Context: an optimization exercise on an open-source flow, tuned for small area, a short achievable clock period and few clock cycles. The choices shown serve that exercise and are no tape-out recipe. Only simulation tests tie the RTL to the original design; equivalence was not proved. No activity file was given, so power comes from the tool's default toggle rates.

==> flow/design.v (excerpt) <==
module bst_sorter_top (
	input 			clk,
	input 			rstn,
	input 			sw_rst,
	input [4:0]		i_cnfg_elems_num,
	input 			i_enable,
	output logic 		o_sorter_phase,
	input 			new_elem_valid,
	input [15:0] 		new_elem_key,
	input [31:0] 		new_elem_value,
	output logic 		new_elem_ack,
	output logic 		sort_is_done_pls,
	output logic [15:0]	min_elem_key,
	output logic [31:0]	min_elem_value,
	output logic [15:0]	max_elem_key,
	output logic [31:0]	max_elem_value,
	input 			get_all_sorted_data_req_pls,
	output logic 		get_all_sorted_data_done_lvl,
	output logic [3:0] 	get_elem_idx,
	output logic		get_elem_valid,
	output logic [15:0] 	get_elem_key,
	output logic [31:0] 	get_elem_value
	);
gen_bst_sorter #(
	.KEY_W 		(16	),
	.VALUE_W 	(32	),
	.MAX_ELEM_NUM 	(16	)
	) u_sorter_inst (
	.clk				(clk				),
	.rstn				(rstn				),
	.sw_rst				(sw_rst				),
	.i_cnfg_elems_num		(i_cnfg_elems_num		),
	.i_enable			(i_enable			),
	.o_sorter_phase			(o_sorter_phase			),
	.new_elem_valid			(new_elem_valid			),
	.new_elem_key			(new_elem_key			),
	.new_elem_value			(new_elem_value			),
	.new_elem_ack			(new_elem_ack			),
	.sort_is_done_pls		(sort_is_done_pls		),
	.min_elem_key			(min_elem_key			),
	.min_elem_value			(min_elem_value			),
	.max_elem_key			(max_elem_key			),
	.max_elem_value			(max_elem_value			),
	.get_all_sorted_data_req_pls	(get_all_sorted_data_req_pls	),
	.get_all_sorted_data_done_lvl	(get_all_sorted_data_done_lvl	),
	.get_elem_idx			(get_elem_idx			),
	.get_elem_valid			(get_elem_valid			),
	.get_elem_key			(get_elem_key			),
	.get_elem_value			(get_elem_value			)
	);
endmodule
==> flow/config.mk <==
export PLATFORM = sky130hd
export DESIGN_NAME = bst_sorter_top
export DESIGN_NICKNAME = bst_sorter_top
export VERILOG_FILES = /design/flow/design.v
export SDC_FILE = /design/flow/constraint.sdc
export NUM_CORES = 4
export LEC_CHECK = 0
export ABC_CLOCK_PERIOD_IN_PS = 3000
export CAP_MARGIN = 20
export CORE_MARGIN = 2
export CORE_UTILIZATION = 55
export SLEW_MARGIN = 20
==> flow/constraint.sdc <==
create_clock -name core_clock -period 10.0 [get_ports {clk}]
set_input_delay 2.0000 -clock core_clock [delete_from_list [all_inputs] [get_ports {clk}]]
set_output_delay 2.0000 -clock core_clock [all_outputs]
set_load 0.01 [all_outputs]
standard.sh (not shown) runs the stock make flow with config.mk's settings and CLKGATE_MAP_FILE= SYNTH_SCRIPT=/design/flow/synth_recipe.tcl, a recipe that flattens the netlist after the stock synthesis.
==> flow/flow/run.sh <==
#!/bin/bash
set -euo pipefail
bash standard.sh SETUP_SLACK_MARGIN=6.75 \
	BUFFER_PORTS_ARGS="-buffer_cell sky130_fd_sc_hd__buf_1" \
	CTS_CLUSTER_SIZE=27 CTS_CLUSTER_DIAMETER=90 \
	finish > standard.log 2>&1
Testbench counts at the start, summed over its fixed seeds: cycles 15,218.
Change:
Settings changed: CORE_UTILIZATION 55 to 40.
Outcome:
- sequential cell count is unchanged
- cell area rose slightly
- worst hold slack loses 0.0050 ns
- global-route usage came out lower by 7.1 points
- clock-buffer cell count came out higher by 4
- clock power increases by a few percent
- wire length rose by a few percent
- fmax went down slightly
Change:
Settings changed: CORE_UTILIZATION 40 to 65.
Outcome:
- clock power is lower by a few percent
- combinational power drops by a few percent
- cell count is lower by roughly a tenth
- sequential power stays flat
- sequential share of layout area came out higher by 1.3 points
- non-clock buffer count falls by 13
- sequential cell count stays the same
- register-to-register slack hardly moves
Change:
==> flow/flow/run.sh (replaced) <==
#!/bin/bash
set -euo pipefail
bash standard.sh SETUP_SLACK_MARGIN=6.6 \
	BUFFER_PORTS_ARGS="-buffer_cell sky130_fd_sc_hd__buf_1" \
	CTS_CLUSTER_SIZE=27 CTS_CLUSTER_DIAMETER=90 \
	finish > standard.log 2>&1
Settings changed: CORE_UTILIZATION 65 to 40.
Non-clock buffer count decreases by 28.
Power increases by about 1.3%.
Setup slack is worse by 0.098 ns.
Clock skew increases by 0.011 ns.
Utilization decreases by 28 points.
Final area increases by 0.74%.
Routed wire length increases by 8.5%.
Count of clock-buffer cells in the layout decreases by 3.
Cell count increases by about 10%.
First-iteration DRC count decreases by 16%.

---

Starting RTL as in the previous note.
Settings: LEC_CHECK=0, ABC_CLOCK_PERIOD_IN_PS=3000, CAP_MARGIN=20, CORE_MARGIN=2, CORE_UTILIZATION=55, SLEW_MARGIN=20; clock period 10.0 ns.
==> flow/flow/run.sh <==
#!/bin/bash
set -euo pipefail
bash standard.sh SETUP_SLACK_MARGIN=6.85 \
	BUFFER_PORTS_ARGS="-buffer_cell sky130_fd_sc_hd__buf_1" \
	CTS_CLUSTER_SIZE=27 CTS_CLUSTER_DIAMETER=90 \
	finish > standard.log 2>&1
The baseline finished with timing, DRC and antenna clean.
Testbench counts at the start, summed over its fixed seeds: cycles 15,218.
Rerun with:
==> flow/flow/run.sh (replaced) <==
#!/bin/bash
set -euo pipefail
bash standard.sh SETUP_SLACK_MARGIN=6.75 \
	BUFFER_PORTS_ARGS="-buffer_cell sky130_fd_sc_hd__buf_1" \
	CTS_CLUSTER_SIZE=22 CTS_CLUSTER_DIAMETER=80 \
	finish > standard.log 2>&1
- CORE_UTILIZATION: 55 -> 40
Result: Non-clock buffer count fell by 47; synthesized cell count is unchanged; maximum frequency goes down by 0.54%; clock skew hardly moves.

---

bst_sorter_top, a different RTL version from the one above (not shown whole).
Size in the first run: ~990 flip-flops, about 210 I/O pins, ~34000 um2 of cells after synthesis.
==> flow/config.mk <==
export PLATFORM = sky130hd
export DESIGN_NAME = bst_sorter_top
export DESIGN_NICKNAME = bst_sorter_top
export VERILOG_FILES = /design/flow/design.v
export SDC_FILE = /design/flow/constraint.sdc
export NUM_CORES = 4
export LEC_CHECK = 0
export ABC_CLOCK_PERIOD_IN_PS = 3000
export CAP_MARGIN = 20
export CORE_MARGIN = 2
export CORE_UTILIZATION = 40
export SLEW_MARGIN = 20
==> flow/constraint.sdc <==
create_clock -name core_clock -period 10.0 [get_ports {clk}]
set_input_delay 2.0000 -clock core_clock [delete_from_list [all_inputs] [get_ports {clk}]]
set_output_delay 2.0000 -clock core_clock [all_outputs]
set_load 0.01 [all_outputs]
==> flow/flow/run.sh <==
#!/bin/bash
set -euo pipefail
bash standard.sh SETUP_SLACK_MARGIN=6.8 \
	BUFFER_PORTS_ARGS="-buffer_cell sky130_fd_sc_hd__buf_1" \
	CTS_CLUSTER_SIZE=22 CTS_CLUSTER_DIAMETER=80 \
	finish > standard.log 2>&1
The starting point finished clean.
Testbench counts at the start, summed over its fixed seeds: cycles 15,218.
Then changed:
==> flow/flow/run.sh (replaced) <==
#!/bin/bash
set -euo pipefail
bash standard.sh SETUP_SLACK_MARGIN=6.4 \
	BUFFER_PORTS_ARGS="-buffer_cell sky130_fd_sc_hd__buf_1" \
	CTS_CLUSTER_SIZE=22 CTS_CLUSTER_DIAMETER=80 \
	finish > standard.log 2>&1
Effect: Total power came out lower by 0.35%. Utilization came out lower by 0.83 points. Clock skew came out higher by 0.0049 ns. Routed wire length came out lower by about 3.3%. Clock-buffer cell count stays the same. Setup slack got worse by 0.11 ns. Area after synthesis is unchanged. Design area came out lower by about 1.9%. Critical path depth came out higher by 8. Die area stays the same. Combinational power came out lower by about 8%.
Then changed:
==> flow/flow/run.sh (replaced) <==
#!/bin/bash
set -euo pipefail
bash standard.sh SETUP_SLACK_MARGIN=6.6 \
	BUFFER_PORTS_ARGS="-buffer_cell sky130_fd_sc_hd__buf_1" \
	CTS_CLUSTER_SIZE=27 CTS_CLUSTER_DIAMETER=90 \
	finish > standard.log 2>&1
=> Clock power went down by 11%; maximum frequency went up by about 3.4%; via count is about the same; wire length went down by about 0.7%; first-iteration DRC count went down by about 0.4%; setup slack is better by 0.12 ns.
Then changed:
==> flow/flow/run.sh (replaced) <==
#!/bin/bash
set -euo pipefail
bash standard.sh SETUP_SLACK_MARGIN=6.6 \
	BUFFER_PORTS_ARGS="-buffer_cell sky130_fd_sc_hd__buf_1" \
	CTS_CLUSTER_SIZE=22 CTS_CLUSTER_DIAMETER=80 \
	finish > standard.log 2>&1
Effect: Via count went up by 0.38%. Maximum frequency barely changes. Hold slack gets worse by 0.0079 ns. First-iteration DRC count went down by 5.2%.

## what the ideal ports hide
Ports are ideal in the flow. The routed layouts listed here were re-timed in OpenROAD.
Step 1 assumes that a clkbuf_16 drives the clock port and a buf_2 every other input.
Step 2 moves the port delays by t, midway between the first and last clock arrival at a register: inputs arrive t later, outputs are due t later. That takes back most of the time a late clock gives input paths.
Three values: ideal ports, drivers, drivers and shift; two values: the first two.
run	shift t [ns]	setup WS [ns]	slew at the worst register clock pin (ns)
the first run of note 1	0.686	6.734 / 6.670 / 6.232	0.11 / 0.11
the second run of note 1	0.706	6.695 / 6.626 / 6.238	0.11 / 0.11
the third run of note 1	0.677	6.740 / 6.680 / 6.183	0.11 / 0.11
the fourth run of note 1	0.680	6.642 / 6.577 / 6.132	0.11 / 0.11
the first run of note 2	0.689	6.727 / 6.660 / 6.263	0.11 / 0.11
the second run of note 2	0.712	6.709 / 6.643 / 6.210	0.10 / 0.10
the first run of note 3	0.703	6.632 / 6.569 / 6.205	0.10 / 0.10
the second run of note 3	0.711	6.521 / 6.547 / 5.849	0.10 / 0.10
the third run of note 3	0.698	6.637 / 6.566 / 6.092	0.12 / 0.12
the fourth run of note 3	0.715	6.637 / 6.569 / 6.161	0.10 / 0.10
After both steps setup and hold are still met in every run listed. The setup slack of the second run of note 3, which loses most, moves by +0.026 ns with the drivers and by -0.672 ns with both steps.
